Background: an optimization exercise with open tools, aiming at small area, a short achievable clock period and few clock cycles per item. Do not read the settings as production practice. RTL that was checked went through simulation tests only; none was proved equivalent to the original. Power and IR drop assume default switching activity.

Setup of run 1:
==> flow/design.v (excerpt) <==
module seq_multiplier #(
    parameter N = 32
)(
    input  wire clk,
    input  wire rst,
    input  wire start,
    input  wire [N-1:0] multiplicand,
    input  wire [N-1:0] multiplier,
    output wire [2*N-1:0] product,
    output wire busy,
    output wire done
);
Size: about 980 cells after synthesis, ~150 flip-flops, ~130 I/O pins, ~9300 um2 of cells after synthesis.
==> flow/config.mk <==
export PLATFORM = sky130hd
export DESIGN_NAME = seq_multiplier
export DESIGN_NICKNAME = seq_multiplier
export VERILOG_FILES = /design/flow/design.v
export SDC_FILE = /design/flow/constraint.sdc
export NUM_CORES = 4
export LEC_CHECK = 0
export CAP_MARGIN = 20
export CORE_MARGIN = 2
export CORE_UTILIZATION = 40
export SLEW_MARGIN = 20
==> flow/constraint.sdc <==
create_clock -name core_clock -period 4.5 [get_ports {clk}]
set_input_delay 0.9000 -clock core_clock [delete_from_list [all_inputs] [get_ports {clk}]]
set_output_delay 0.9000 -clock core_clock [all_outputs]
set_load 0.01 [all_outputs]
standard.sh (not shown) runs the stock make flow with config.mk's settings and CLKGATE_MAP_FILE= SYNTH_SCRIPT=/design/flow/synth_recipe.tcl, a recipe that flattens the netlist after the stock synthesis.
==> flow/flow/run.sh <==
#!/bin/bash
# Layout flow: the standard ORFS flow (standard.sh, unchanged synthesis), with the port
# buffers made of sky130_fd_sc_hd__buf_2 instead of the default delay-cell buffers.
# make's full output goes to make_finish.log in the work folder; ORFS keeps each step's log
# under orfs/logs/.
set -euo pipefail
bash standard.sh "BUFFER_PORTS_ARGS=-buffer_cell sky130_fd_sc_hd__buf_2" finish > make_finish.log 2>&1
test -f out/final.def
--- input diff run 1..run 2 ---
# run 1
export LEC_CHECK = 0
export CAP_MARGIN = 20
export CORE_MARGIN = 2
export CORE_UTILIZATION = 40
export SLEW_MARGIN = 20
create_clock -name core_clock -period 4.5 [get_ports {clk}]
# run 2
export LEC_CHECK = 0
export CAP_MARGIN = 20
export CORE_MARGIN = 2
export CORE_UTILIZATION = 40
export SETUP_SLACK_MARGIN = 2.6
export SLEW_MARGIN = 20
export TNS_END_PERCENT = 10
create_clock -name core_clock -period 4.5 [get_ports {clk}]
Notes after the runs:
Run 2 ends up with higher worst hold slack across all endpoints than run 1 does. For power, dividing the value from run 1 by the value from run 2 gives 0.932. Changes observed in run 2 relative to run 1: post-detailed-routing wire length shows an increase of 1.0 mm, insertion delay to the later sink of the worst-skew pair stayed essentially flat, internal power consumption rose about 8%.
No functional check of the RTL was part of any run of this note.

* * *

Another version of the RTL of seq_multiplier (not shown whole).
Size in the first run: roughly 870 cells after synthesis, roughly 170 flip-flops, ~130 I/O pins, ~9300 µm² of cells after synthesis.
export LEC_CHECK = 0
export CAP_MARGIN = 20
export CORE_MARGIN = 2
export CORE_UTILIZATION = 40
export SETUP_SLACK_MARGIN = 2.6
export SLEW_MARGIN = 20
export TNS_END_PERCENT = 50
create_clock -name core_clock -period 4.5 [get_ports {clk}]
==> flow/flow/run.sh <==
#!/bin/bash
# Layout flow: the standard ORFS flow (standard.sh, unchanged synthesis), with
#  - port buffers made of sky130_fd_sc_hd__buf_2 instead of the default delay-cell buffers;
#  - clock tree synthesis without dummy load cells, with a clkbuf_16 root and clkbuf_8 leaves.
# make's full output goes to make_finish.log in the work folder; ORFS keeps each step's log
# under orfs/logs/.
set -euo pipefail
CTS="-sink_clustering_enable -repair_clock_nets -dont_use_dummy_load -root_buf sky130_fd_sc_hd__clkbuf_16 -buf_list sky130_fd_sc_hd__clkbuf_8"
bash standard.sh "BUFFER_PORTS_ARGS=-buffer_cell sky130_fd_sc_hd__buf_2" "CTS_ARGS=$CTS" finish > make_finish.log 2>&1
test -f out/final.def
Testbench counts at the start, summed over its fixed seeds: cycles 19,200, items 1,600.
==> next run, changes <==
==> flow/flow/run.sh (replaced) <==
#!/bin/bash
# Layout flow: the standard ORFS flow (standard.sh, unchanged synthesis), with
#  - port buffers made of sky130_fd_sc_hd__buf_2 instead of the default delay-cell buffers;
#  - clock tree synthesis without dummy load cells, with larger sink clusters.
# make's full output goes to make_finish.log in the work folder; ORFS keeps each step's log
# under orfs/logs/.
set -euo pipefail
CTS="-sink_clustering_enable -repair_clock_nets -dont_use_dummy_load -sink_clustering_size 30 -buf_list sky130_fd_sc_hd__clkbuf_16"
bash standard.sh "BUFFER_PORTS_ARGS=-buffer_cell sky130_fd_sc_hd__buf_2" "CTS_ARGS=$CTS" finish > make_finish.log 2>&1
test -f out/final.def
SETUP_SLACK_MARGIN = default   (was 2.6)
TNS_END_PERCENT = default   (was 50)
What happened:
- The new run ran to the end with no violations
- clock-buffer cell count is unchanged
- critical path depth came out lower by 4
- sequential cell count stays the same
- routed wire length fell by a few percent
- setup slack degrades by 450 ps
- total power fell slightly
==> next run, changes <==
SETUP_SLACK_MARGIN = 2.8   (was default)
TNS_END_PERCENT = 20   (was default)
First-iteration DRC count drops by 14%.
Worst setup slack is better by 580 ps.
Routed wire length climbs by 7.5%.
Clock skew hardly moves.
Clock-buffer cell count is unchanged.
Die area does not change.
Clock power stays flat.
Sequential power stays flat.

* * *

Another version of the RTL of seq_multiplier (not shown whole).
Size: ~1000 cells after synthesis, ~130 I/O pins, ~10000 sq um of cells after synthesis.
Settings: LEC_CHECK=0, CAP_MARGIN=20, CORE_MARGIN=2, CORE_UTILIZATION=50, PLACE_DENSITY=0.75, SETUP_SLACK_MARGIN=2.6, SLEW_MARGIN=20, TNS_END_PERCENT=5; clock period 4.5 ns.
==> flow/flow/run.sh <==
#!/bin/bash
# Layout flow: the standard ORFS flow (standard.sh, the standard flow's synthesis script), with
#  - no adder-cell mapping (ADDER_MAP_FILE empty): full/half adders are left to abc as plain
#    gates instead of the slower sky130 fa/ha cells; registers are unchanged;
#  - port buffers made of sky130_fd_sc_hd__buf_2 instead of the default delay-cell buffers;
#  - clock tree synthesis without dummy load cells, with a clkbuf_16 root and clkbuf_8 leaves;
#  - power recovery (downsizing cells on 60% of the paths with positive slack) after global routing.
# make's full output goes to make_finish.log in the work folder; ORFS keeps each step's log
# under orfs/logs/.
set -euo pipefail
CTS="-sink_clustering_enable -repair_clock_nets -dont_use_dummy_load -root_buf sky130_fd_sc_hd__clkbuf_16 -buf_list sky130_fd_sc_hd__clkbuf_8"
bash standard.sh "ADDER_MAP_FILE=" "BUFFER_PORTS_ARGS=-buffer_cell sky130_fd_sc_hd__buf_2" "CTS_ARGS=$CTS" RECOVER_POWER=60 finish > make_finish.log 2>&1
test -f out/final.def
The first run finished but failed the layout checks on capacitance limit, slew limit.
Testbench counts at the start, summed over its fixed seeds: cycles 19,200, items 1,600.
Then changed:
==> flow/flow/run.sh (replaced) <==
#!/bin/bash
# Layout flow: the standard ORFS flow (standard.sh, the standard flow's synthesis script), with
#  - no adder-cell mapping (ADDER_MAP_FILE empty): full/half adders are left to abc as plain
#    gates instead of the slower sky130 fa/ha cells; registers are unchanged;
#  - port buffers made of sky130_fd_sc_hd__buf_2 instead of the default delay-cell buffers;
#  - clock tree synthesis without dummy load cells, with a clkbuf_16 root and clkbuf_8 leaves.
# make's full output goes to make_finish.log in the work folder; ORFS keeps each step's log
# under orfs/logs/.
set -euo pipefail
CTS="-sink_clustering_enable -repair_clock_nets -dont_use_dummy_load -root_buf sky130_fd_sc_hd__clkbuf_16 -buf_list sky130_fd_sc_hd__clkbuf_8"
bash standard.sh "ADDER_MAP_FILE=" "BUFFER_PORTS_ARGS=-buffer_cell sky130_fd_sc_hd__buf_2" "CTS_ARGS=$CTS" finish > make_finish.log 2>&1
test -f out/final.def
SETUP_SLACK_MARGIN = 2.5   (was 2.6)
This time the run completed with no timing, DRC or antenna violations.
Design area goes down by about 1.6%.
Combinational power goes up by about 2%.
First-iteration DRC count goes up by 22%.
Then changed:
==> flow/flow/run.sh (replaced) <==
#!/bin/bash
# Layout flow: the standard ORFS flow (standard.sh, the standard flow's synthesis script), with
#  - no adder-cell mapping (ADDER_MAP_FILE empty): full/half adders are left to abc as plain
#    gates instead of the slower sky130 fa/ha cells; registers are unchanged;
#  - port buffers made of sky130_fd_sc_hd__buf_2 instead of the default delay-cell buffers;
#  - clock tree synthesis without dummy load cells, with a clkbuf_16 root and clkbuf_8 leaves;
#  - power recovery (downsizing cells on 30% of the paths with positive slack) after global routing.
# make's full output goes to make_finish.log in the work folder; ORFS keeps each step's log
# under orfs/logs/.
set -euo pipefail
CTS="-sink_clustering_enable -repair_clock_nets -dont_use_dummy_load -root_buf sky130_fd_sc_hd__clkbuf_16 -buf_list sky130_fd_sc_hd__clkbuf_8"
bash standard.sh "ADDER_MAP_FILE=" "BUFFER_PORTS_ARGS=-buffer_cell sky130_fd_sc_hd__buf_2" "CTS_ARGS=$CTS" RECOVER_POWER=30 finish > make_finish.log 2>&1
test -f out/final.def
SETUP_SLACK_MARGIN = 2.6   (was 2.5)
The changed run reached the layout checks and failed them: capacitance limit, slew limit.
Critical path depth goes down by 2.
Via count rises by about 2.3%.
Worst setup slack loses 0.77 ns.
Die area is unchanged.
Fmax fell by 27%.
Wire length increases by 4.9%.
Then changed:
==> flow/flow/run.sh (replaced) <==
#!/bin/bash
# Layout flow: the standard ORFS flow (standard.sh, the standard flow's synthesis script), with
#  - no adder-cell mapping (ADDER_MAP_FILE empty): full/half adders are left to abc as plain
#    gates instead of the slower sky130 fa/ha cells; registers are unchanged;
#  - port buffers made of sky130_fd_sc_hd__buf_2 instead of the default delay-cell buffers;
#  - clock tree synthesis without dummy load cells, with a clkbuf_16 root and clkbuf_8 leaves.
# make's full output goes to make_finish.log in the work folder; ORFS keeps each step's log
# under orfs/logs/.
set -euo pipefail
CTS="-sink_clustering_enable -repair_clock_nets -dont_use_dummy_load -root_buf sky130_fd_sc_hd__clkbuf_16 -buf_list sky130_fd_sc_hd__clkbuf_8"
bash standard.sh "ADDER_MAP_FILE=" "BUFFER_PORTS_ARGS=-buffer_cell sky130_fd_sc_hd__buf_2" "CTS_ARGS=$CTS" finish > make_finish.log 2>&1
test -f out/final.def
TNS_END_PERCENT = 10   (was 5)
=>
- The changed run went through all stages and came out clean
- hold slack is worse by 0.0083 ns
- core utilization is about the same
- cell area stays flat
- critical path depth stays the same
- wire length drops by about 1.4%
- clock skew is about the same
- die area stays the same

* * *

== rev 12 ==
seq_multiplier with an RTL version that a note above also has.
Size in the first run: roughly 9300 um^2 of cells after synthesis.
==> flow/design.v (excerpt) <==
module seq_multiplier #(
    parameter N = 32
)(
    input  wire clk,
    input  wire rst,
    input  wire start,
    input  wire [N-1:0] multiplicand,
    input  wire [N-1:0] multiplier,
    output wire [2*N-1:0] product,
    output wire busy,
    output wire done
);
==> flow/config.mk <==
export PLATFORM = sky130hd
export DESIGN_NAME = seq_multiplier
export DESIGN_NICKNAME = seq_multiplier
export VERILOG_FILES = /design/flow/design.v
export SDC_FILE = /design/flow/constraint.sdc
export NUM_CORES = 4
export LEC_CHECK = 0
export CAP_MARGIN = 20
export CORE_MARGIN = 2
export CORE_UTILIZATION = 40
export SETUP_SLACK_MARGIN = 2.6
export SLEW_MARGIN = 20
export TNS_END_PERCENT = 10
==> flow/constraint.sdc <==
create_clock -name core_clock -period 4.5 [get_ports {clk}]
set_input_delay 0.9000 -clock core_clock [delete_from_list [all_inputs] [get_ports {clk}]]
set_output_delay 0.9000 -clock core_clock [all_outputs]
set_load 0.01 [all_outputs]
==> flow/flow/run.sh <==
#!/bin/bash
# Layout flow: the standard ORFS flow (standard.sh, unchanged synthesis), with
#  - port buffers made of sky130_fd_sc_hd__buf_2 instead of the default delay-cell buffers;
#  - clock tree synthesis without dummy load cells, with a clkbuf_16 root and clkbuf_8 leaves.
# make's full output goes to make_finish.log in the work folder; ORFS keeps each step's log
# under orfs/logs/.
set -euo pipefail
CTS="-sink_clustering_enable -repair_clock_nets -dont_use_dummy_load -root_buf sky130_fd_sc_hd__clkbuf_16 -buf_list sky130_fd_sc_hd__clkbuf_8"
bash standard.sh "BUFFER_PORTS_ARGS=-buffer_cell sky130_fd_sc_hd__buf_2" "CTS_ARGS=$CTS" finish > make_finish.log 2>&1
test -f out/final.def
Testbench counts of rev 12, summed over its fixed seeds: cycles 19,200, items 1,600.
Changes in rev 13 relative to rev 12:
==> flow/flow/run.sh <==
#!/bin/bash
# Layout flow: the standard ORFS flow (standard.sh, unchanged synthesis), with
#  - port buffers made of sky130_fd_sc_hd__buf_2 instead of the default delay-cell buffers;
#  - clock tree synthesis without dummy load cells, with a clkbuf_16 root and clkbuf_8 leaves;
#  - power recovery (downsizing of cells off the critical paths) after global routing.
# make's full output goes to make_finish.log in the work folder; ORFS keeps each step's log
# under orfs/logs/.
set -euo pipefail
CTS="-sink_clustering_enable -repair_clock_nets -dont_use_dummy_load -root_buf sky130_fd_sc_hd__clkbuf_16 -buf_list sky130_fd_sc_hd__clkbuf_8"
bash standard.sh "BUFFER_PORTS_ARGS=-buffer_cell sky130_fd_sc_hd__buf_2" "CTS_ARGS=$CTS" RECOVER_POWER=100 finish > make_finish.log 2>&1
test -f out/final.def
## What came out
- Rev 12: full flow OK, the timing, design-rule and antenna checks passed
- | rev 13 | all stages done | FAIL | capacitance limit, slew limit |
- First-pass iteration count of the detailed router was higher in rev 13 than in rev 12.
- Critical path depth: rev 13 vs rev 12 down 1
- Summary of rev 13 over rev 12: utilization saw a decrease; achievable frequency now sits lower.

* * *

Setup of red:
Another version of the RTL of seq_multiplier (not shown whole).
Size: about 9100 um^2 of cells after synthesis.
## seq_multiplier
module seq_multiplier #(
    parameter N = 32
)(
    input  wire clk,
    input  wire rst,
    input  wire start,
    input  wire [N-1:0] multiplicand,
    input  wire [N-1:0] multiplier,
    output wire [2*N-1:0] product,
    output wire busy,
    output wire done
);
clock: 4.5 ns
lec_check: 0
cap_margin: 20
core_margin: 2
core_utilization: 50
setup_slack_margin: 2.7
slew_margin: 20
tns_end_percent: 5
==> flow/flow/run.sh <==
#!/bin/bash
# Layout flow: the standard ORFS flow (standard.sh, unchanged synthesis), with
#  - port buffers made of sky130_fd_sc_hd__buf_2 instead of the default delay-cell buffers;
#  - clock tree synthesis without dummy load cells, with a clkbuf_16 root and clkbuf_8 leaves.
# make's full output goes to make_finish.log in the work folder; ORFS keeps each step's log
# under orfs/logs/.
set -euo pipefail
CTS="-sink_clustering_enable -repair_clock_nets -dont_use_dummy_load -root_buf sky130_fd_sc_hd__clkbuf_16 -buf_list sky130_fd_sc_hd__clkbuf_8"
bash standard.sh "BUFFER_PORTS_ARGS=-buffer_cell sky130_fd_sc_hd__buf_2" "CTS_ARGS=$CTS" finish > make_finish.log 2>&1
test -f out/final.def
Testbench counts of red, summed over its fixed seeds: cycles 19,200, items 1,600.
Input-level comparison between blue and red:
- GPL_ROUTABILITY_DRIVEN: unset -> 0
==> comparison <==
- Highest fanout seen on the critical path came out exactly the same in red and blue.
- red -> blue: count of hold-fix buffers inserted at cts delta 0, exact match
- Area occupied by multi-input gates: blue vs red identical
- Compared with red, in blue via count barely changed; sequential cell fraction of total power barely changed; worst slack at placement barely changed; initial antenna violation count barely changed; part of the power in combinational logic barely changed.
Edits applied to the flow inputs when going from blue to green:
- a deleted GPL_ROUTABILITY_DRIVEN that had been 0
- an added PLACE_DENSITY of 0.75
==> flow/flow/run.sh <==
#!/bin/bash
# Layout flow: the standard ORFS flow (standard.sh, the standard flow's synthesis script), with
#  - no adder-cell mapping (ADDER_MAP_FILE empty): full/half adders are left to abc as plain
#    gates instead of the slower sky130 fa/ha cells; registers are unchanged;
#  - port buffers made of sky130_fd_sc_hd__buf_2 instead of the default delay-cell buffers;
#  - clock tree synthesis without dummy load cells, with a clkbuf_16 root and clkbuf_8 leaves.
# make's full output goes to make_finish.log in the work folder; ORFS keeps each step's log
# under orfs/logs/.
set -euo pipefail
CTS="-sink_clustering_enable -repair_clock_nets -dont_use_dummy_load -root_buf sky130_fd_sc_hd__clkbuf_16 -buf_list sky130_fd_sc_hd__clkbuf_8"
bash standard.sh "ADDER_MAP_FILE=" "BUFFER_PORTS_ARGS=-buffer_cell sky130_fd_sc_hd__buf_2" "CTS_ARGS=$CTS" finish > make_finish.log 2>&1
test -f out/final.def
Relative to blue, inverter count of the layout excluding clock inverters decreased by 25 in green.
green vs. blue: worst setup skew after layout increased 6.8 ps, power per standard cell area increased 6.9%.
Die area deteriorates in green relative to blue.
green reports a lower average instance area after synthesis than blue does.
Compare blue and green | tightest hold margin higher: green
Overall die width: green higher than blue

re-timing with driven ports:
Ports are ideal in the flow. The routed layouts listed here were re-timed in OpenROAD.
Step 1: set_driving_cell puts a clkbuf_16 on clk and a buf_2 on each other input, an assumption about the parent block.
Step 2 also shifts input and output timing later by t, the mid clock arrival at the registers, as if the neighbouring blocks saw the same clock.
Slacks: ideal ports / drivers / drivers and shift; pairs: ideal ports / drivers.
run | t, ns | setup WS [ns] | slew at the worst register clock pin (ns)
run 1 | 0.478 | 1.847 / 1.847 / 1.847 | 0.08 / 0.08
run 2 | 0.480 | 2.081 / 2.062 / 2.043 | 0.08 / 0.08
the first run of note 2 | 0.421 | 2.339 / 2.339 / 1.977 | 0.11 / 0.11
the second run of note 2 | 0.468 | 1.885 / 1.885 / 1.885 | 0.08 / 0.08
the third run of note 2 | 0.475 | 2.462 / 2.462 / 1.997 | 0.08 / 0.08
the first run of note 3 | 0.425 | 1.652 / 1.652 / 1.652 | 0.11 / 0.11
the second run of note 3 | 0.417 | 2.408 / 2.408 / 2.117 | 0.10 / 0.10
the third run of note 3 | 0.425 | 1.642 / 1.642 / 1.642 | 0.11 / 0.11
the fourth run of note 3 | 0.413 | 2.556 / 2.542 / 2.200 | 0.10 / 0.10
rev 12 | 0.415 | 2.393 / 2.402 / 1.986 | 0.11 / 0.11
rev 13 | 0.416 | 1.358 / 1.358 / 1.358 | 0.11 / 0.11
red | 0.421 | 2.384 / 2.393 / 1.972 | 0.10 / 0.10
blue | 0.421 | 2.384 / 2.393 / 1.972 | 0.10 / 0.10
green | 0.413 | 2.385 / 2.385 / 2.168 | 0.10 / 0.10
The setup slack of the third run of note 2, which loses most, moves by 0.000 ns with the drivers and by -0.465 ns with both steps.
